What follows belongs to an exercise in optimizing a design on an open flow for small area, a short achievable clock period and few clock cycles per item; a production flow would make more cautious choices. Only simulation tests tie the RTL to the original design; equivalence was not proved.

the baseline:
## mult
module mult #(
    parameter int INPUT_WIDTH = 32,
    parameter bit IS_SIGNED   = 1'b0
) (
    input logic aclk,
    input logic arst_n,
    input  logic [              1:0] in_tvalid,
    output logic [              1:0] in_tready,
    input  logic [2*INPUT_WIDTH-1:0] in_tdata,
    output logic                     out_tvalid,
    input  logic                     out_tready,
    output logic [2*INPUT_WIDTH-1:0] out_tdata
);
Size in the first run: roughly 2,500 cells after synthesis.
clock: 11.0 ns
lec_check: 0
abc_area: 0
cap_margin: 20
core_margin: 2
core_utilization: 45
place_density: 0.65
slew_margin: 20
synth_hierarchical: 1
standard.sh (not shown) runs the stock make flow with config.mk's settings and CLKGATE_MAP_FILE= SYNTH_SCRIPT=/design/flow/synth_recipe.tcl, a recipe that flattens the netlist after the stock synthesis.
==> flow/flow/run.sh <==
#!/bin/bash
# The standard layout with four changes to how it is made:
#  - flow/downsize.tcl (before floorplan) sets every combinational cell to the
#    smallest drive strength of its function; the repair steps size up what
#    the placed loads and timing need,
#  - buffers that synthesis inserted are removed at floorplan (the repair
#    steps buffer the placed nets instead),
#  - the port buffers start as buf_1 (repair sizes them up where needed),
#  - the timing repair keeps SETUP_SLACK_MARGIN ns of setup slack, so it
#    aims below the clock period.
# make's output goes to flow_make.log; each ORFS step logs under orfs/logs.
set -euo pipefail
here=$(pwd)
bash standard.sh SETUP_SLACK_MARGIN=6.05 REMOVE_ABC_BUFFERS=1 \
  "BUFFER_PORTS_ARGS=-buffer_cell sky130_fd_sc_hd__buf_1" \
  PRE_FLOORPLAN_TCL="$here/flow/downsize.tcl" finish > flow_make.log 2>&1
==> flow/flow/downsize.tcl <==
# Before floorplan: give every combinational cell the smallest drive strength
# of its function, so that repair_design and repair_timing size up only the
# cells that the placed design's loads and timing need. Registers, clock
# buffers, tie cells and physical cells are left as synthesis made them.
set dont_use {}
if {[info exists ::env(DONT_USE_CELLS)]} { set dont_use $::env(DONT_USE_CELLS) }
set db [ord::get_db]
set smallest [dict create]
foreach lib [$db getLibs] {
  foreach m [$lib getMasters] {
    set n [$m getName]
    if {![regexp {^(sky130_fd_sc_hd__[a-z0-9]+)_([0-9]+)$} $n -> base drv]} { continue }
    set skip 0
    foreach pat $dont_use { if {[string match $pat $n]} { set skip 1 } }
    if {$skip} { continue }
    set area [expr {[$m getWidth] * [$m getHeight]}]
    if {![dict exists $smallest $base] || $area < [lindex [dict get $smallest $base] 1]} {
      dict set smallest $base [list $m $area]
    }
  }
}
set swapped 0
foreach inst [[ord::get_db_block] getInsts] {
  set m [$inst getMaster]
  set n [$m getName]
  if {![regexp {^(sky130_fd_sc_hd__([a-z0-9]+))_([0-9]+)$} $n -> base short drv]} { continue }
  if {[regexp {^(df|edf|sdf|dl|clk|conb|tap|fill|decap|diode|lpflow)} $short]} { continue }
  if {![dict exists $smallest $base]} { continue }
  set new [lindex [dict get $smallest $base] 0]
  if {$new ne $m && [$new getName] ne $n} {
    if {[$inst swapMaster $new]} { incr swapped }
  }
}
puts "downsize: $swapped cells set to their smallest drive strength"
The baseline | status: complete | timing, DRC, antenna: pass
Testbench counts of the baseline, summed over its fixed seeds: cycles 3,216, items 3,200.
Input-level comparison between the candidate and the baseline:
-- flow/flow/run.sh --
<<< the baseline, line 12
set -euo pipefail
here=$(pwd)
bash standard.sh SETUP_SLACK_MARGIN=6.05 REMOVE_ABC_BUFFERS=1 \
  "BUFFER_PORTS_ARGS=-buffer_cell sky130_fd_sc_hd__buf_1" \
  PRE_FLOORPLAN_TCL="$here/flow/downsize.tcl" finish > flow_make.log 2>&1
>>> the candidate, line 12
set -euo pipefail
here=$(pwd)
bash standard.sh SETUP_SLACK_MARGIN=5.8 REMOVE_ABC_BUFFERS=1 \
  "BUFFER_PORTS_ARGS=-buffer_cell sky130_fd_sc_hd__buf_1" \
  PRE_FLOORPLAN_TCL="$here/flow/downsize.tcl" finish > flow_make.log 2>&1
-- flow/config.mk --
<<< the baseline, line 9
export CAP_MARGIN = 20
export CORE_MARGIN = 2
export CORE_UTILIZATION = 45
export PLACE_DENSITY = 0.65
export SLEW_MARGIN = 20
export SYNTH_HIERARCHICAL = 1
>>> the candidate, line 9
export CAP_MARGIN = 20
export CORE_MARGIN = 2
export CORE_UTILIZATION = 55
export PLACE_DENSITY = 0.7
export SLEW_MARGIN = 20
export SYNTH_HIERARCHICAL = 1
The routed metal-1 wire length number comes out higher for the baseline vs the candidate.
Reg2reg setup slack came out lower on the candidate than on the baseline.
[compare] base=the baseline new=the candidate: cell count now smaller, final period demand of the worst path now larger, total number of vias now larger.
Run comparison: the baseline highest-delay cell along the critical path nor2_2; the candidate highest-delay cell along the critical path ha_1
Looking only at post-route worst hold slack, and setting everything else aside, the lower value of the candidate and the baseline goes to the candidate.

## port drivers added, routing unchanged
The flow's constraints put no driver on any port. The routed layouts listed below were extracted and timed again, unchanged, in two steps.
Step 1 (the two cells are an assumption about what drives the block):
set clk [get_ports {aclk}]
set_driving_cell -lib_cell sky130_fd_sc_hd__clkbuf_16 $clk
set_driving_cell -lib_cell sky130_fd_sc_hd__buf_2 [delete_from_list [all_inputs] $clk]
Step 2 moves the port delays by t, midway between the first and last clock arrival at a register: inputs arrive t later, outputs are due t later. That takes back most of the time a late clock gives input paths.
Three values: no drivers, after step 1, after step 2; two values: the first two.
run | shift t [ns] | setup slack, ns | clock arrival spread, ns | worst data-port slew with drivers (ns) | pins driven straight from the clock port
the baseline | 0.546 | 6.093 / 6.071 / 6.071 | 0.017 / 0.017 | 0.05 | 1
the candidate | 0.554 | 5.929 / 5.867 / 5.935 | 0.017 / 0.017 | 0.04 | 1
After both steps every run listed still meets setup and hold. For the baseline, which loses most, drivers alone change the setup slack by -0.022 ns; drivers and shift together by -0.022 ns.
